What follows belongs to an exercise in optimizing a design on an open flow for small area and a short achievable clock period; a production flow would make more cautious choices. Only simulation tests tie the RTL to the original design; equivalence was not proved. Power and IR drop assume default switching activity.

==> flow/design.v (excerpt) <==
module openmips(
	input wire		clk,
	input wire 		rst,
	input wire[31:0]	 rom_data_i,
	output wire[31:0] rom_addr_o,
	output wire			 rom_ce_o,
	input wire[31:0]	 ram_data_i,
	output wire[31:0] ram_addr_o,
	output wire[31:0] ram_data_o,
	output wire			 ram_we_o,
	output wire[3:0]	 ram_sel_o,
	output wire			 ram_ce_o
);
For scale: about 5,600 cells after synthesis, about 1,400 flip-flops, roughly 170 I/O pins, roughly 67,000 sq um of cells after synthesis.
Settings: LEC_CHECK=0, CAP_MARGIN=20, CORE_MARGIN=2, CORE_UTILIZATION=40, SLEW_MARGIN=20, TNS_END_PERCENT=100; clock period 9.5 ns.
standard.sh (not shown) runs the stock make flow with config.mk's settings and CLKGATE_MAP_FILE= SYNTH_SCRIPT=/design/flow/synth_recipe.tcl, a recipe that flattens the netlist after the stock synthesis.
==> flow/flow/run.sh <==
#!/bin/bash
set -euo pipefail
MARGIN="${MARGIN:-4.8}"
bash standard.sh \
  "BUFFER_PORTS_ARGS=-buffer_cell sky130_fd_sc_hd__buf_2" \
  "SETUP_SLACK_MARGIN=${MARGIN}" \
  finish > flow_make.log 2>&1
Change:
==> flow/flow/run.sh (replaced) <==
#!/bin/bash
set -euo pipefail
MARGIN="${MARGIN:-5.0}"
bash standard.sh \
  "BUFFER_PORTS_ARGS=-buffer_cell sky130_fd_sc_hd__buf_2" \
  "SETUP_SLACK_MARGIN=${MARGIN}" \
  finish > flow_make.log 2>&1
Settings changed: CTS_CLUSTER_DIAMETER from default to 100, CTS_CLUSTER_SIZE from default to 16.
The changed run produced a clean layout.
Synthesized cell count is unchanged.
Final area is lower by 2.3%.
Routed wire length is lower by 0.42%.
Worst setup slack gains 0.074 ns.
Final cell count is lower by 1.7%.
Non-clock buffer count is higher by 6.
Register-to-register slack gains 0.17 ns.
Clock power is lower by 32%.

Setup of sierra:
openmips again, from the RTL that the note above started with.
Settings: LEC_CHECK=0, CAP_MARGIN=20, CORE_MARGIN=2, CORE_UTILIZATION=40, CTS_CLUSTER_DIAMETER=120, CTS_CLUSTER_SIZE=22, SETUP_SLACK_MARGIN=5, SLEW_MARGIN=20, TNS_END_PERCENT=100; clock period 9.5 ns.
run.sh (not shown) runs the stock make flow with config.mk's settings and CLKGATE_MAP_FILE= SYNTH_SCRIPT=/design/flow/synth_recipe.tcl, a recipe that flattens the netlist after the stock synthesis.
Stock flow here: none of the scripts above is used.
sierra: done, clean on timing, DRC and antenna
Input-level comparison between raven and sierra:
Settings: CTS_CLUSTER_DIAMETER: 120 -> unset; CTS_CLUSTER_SIZE: 22 -> unset.
==> run notes <==
- Relative area change from synthesis to final layout: raven > sierra
- Maximum frequency came out lower on raven than on sierra.
- The worst reg-to-reg path cell count of raven is higher than that of sierra.
- Taking sierra as the reference, in raven clock-cell share of area grew by 3.7 points, final cell count grew by about 2%, multi-input combinational area share shrank by 1.4 points, combinational power held steady, via count grew by 642.
- Higher switching part of the total power among raven and sierra: sierra
- NOTE final non-filler cell area sierra->raven increased by a few percent
- When raven is set beside sierra, its post-route met1 wirelength turns out to be 0.41% larger.
The following lists how violet was set up differently from raven:
Settings: CTS_CLUSTER_SIZE: unset -> 19; CTS_CLUSTER_DIAMETER: unset -> 110; SETUP_SLACK_MARGIN: 5 -> unset.
==> flow/flow/run.sh (new file) <==
#!/bin/bash
set -euo pipefail
MARGIN="${MARGIN:-5.1}"
bash standard.sh \
  "BUFFER_PORTS_ARGS=-buffer_cell sky130_fd_sc_hd__buf_2" \
  "SETUP_SLACK_MARGIN=${MARGIN}" \
  finish > flow_make.log 2>&1
==> flow/standard.sh (new file) <==
#!/bin/bash
# synth_recipe.tcl (not shown) runs the flow's synth.tcl, then flattens the netlist and writes it again
# the make line also repeats each setting of config.mk as NAME=value (left out here)
make -C /OpenROAD-flow-scripts/flow DESIGN_CONFIG=/design/flow/config.mk WORK_HOME=/design/flow/orfs CLKGATE_MAP_FILE= SYNTH_SCRIPT=/design/flow/synth_recipe.tcl "${@:-finish}"
removed: flow/run.sh
Results
Relative to raven, violet improves via count. Delta (violet minus raven): wire length after detailed routing saw a decrease; clock transition at the registers of the reported paths climbed 0.04 ns; switching part of the total now larger; final weighted congestion in routability-driven placement now sits higher. Summary: with raven as the reference, number of violations reported at the end of detailed-routing iteration 0 in violet moved down slightly. Area: violet vs raven -> violet smaller. Re synthesis-to-layout area growth: violet is 5.7 points down on raven. The run showing the greater count of clock-buffer cells in the layout is raven. The number of antenna cells inserted in violet was lower than what raven gave. NOTE: met3 wirelength from detailed routing in violet falls short of that of raven.
Input changes introduced in juniper (baseline for comparison: violet):
Settings: changing CTS_CLUSTER_SIZE from 19 to 22; changing CTS_CLUSTER_DIAMETER from 110 to 120.
-- flow/flow/run.sh --
<<< violet, line 3
MARGIN="${MARGIN:-5.1}"
>>> juniper, line 3
MARGIN="${MARGIN:-5.0}"
Status: total wire length after detailed routing parity (juniper, violet)
Compared with violet, juniper ends up with a smaller final cell area.
juniper against violet: cell count barely changed, path length in cells of the critical path barely changed.
Peak supply drop ended up 0.015 mV lower on juniper than on violet.
Summary of juniper over violet: setup slack shows an increase of 0.031 ns; power consumption -2.2%; number of clock-tree buffers in the layout now smaller; final period utilization now sits lower; multi-input gate share of total cell area was more or less identical.

[separate check: timing with driven ports]
No port has a modelled driver above. Below, the same layouts with a new extraction and two added sets of constraints.
Step 1 (the two cells are an assumption about what drives the block):
set clk [get_ports {clk}]
set_driving_cell -lib_cell sky130_fd_sc_hd__clkbuf_16 $clk
set_driving_cell -lib_cell sky130_fd_sc_hd__buf_2 [delete_from_list [all_inputs] $clk]
Step 2 moves the port delays by t, midway between the first and last clock arrival at a register: inputs arrive t later, outputs are due t later. That takes back most of the time a late clock gives input paths.
Slacks: ideal / step 1 / step 2; pairs: ideal / step 1.
| run | t (ns) | slack for setup (ns) | latest minus earliest clock arrival (ns) | worst data-port slew with drivers (ns) |
|---|---|---|---|---|
| the first run of note 1 | 0.897 | 4.815 / 4.732 / 4.516 | 0.077 / 0.077 | 0.10 |
| the second run of note 1 | 0.833 | 4.888 / 4.808 / 4.568 | 0.054 / 0.054 | 0.09 |
| sierra | 0.805 | 4.905 / 4.859 / 4.375 | 0.055 / 0.056 | 0.13 |
| raven | 0.898 | 4.889 / 4.809 / 4.340 | 0.051 / 0.050 | 0.12 |
| violet | 0.802 | 4.907 / 4.827 / 4.695 | 0.043 / 0.044 | 0.09 |
| juniper | 0.802 | 4.938 / 4.860 / 4.603 | 0.048 / 0.049 | 0.10 |
After both steps every run listed still meets setup and hold. The setup slack of raven, which loses most, moves by -0.080 ns with the drivers and by -0.549 ns with both steps.
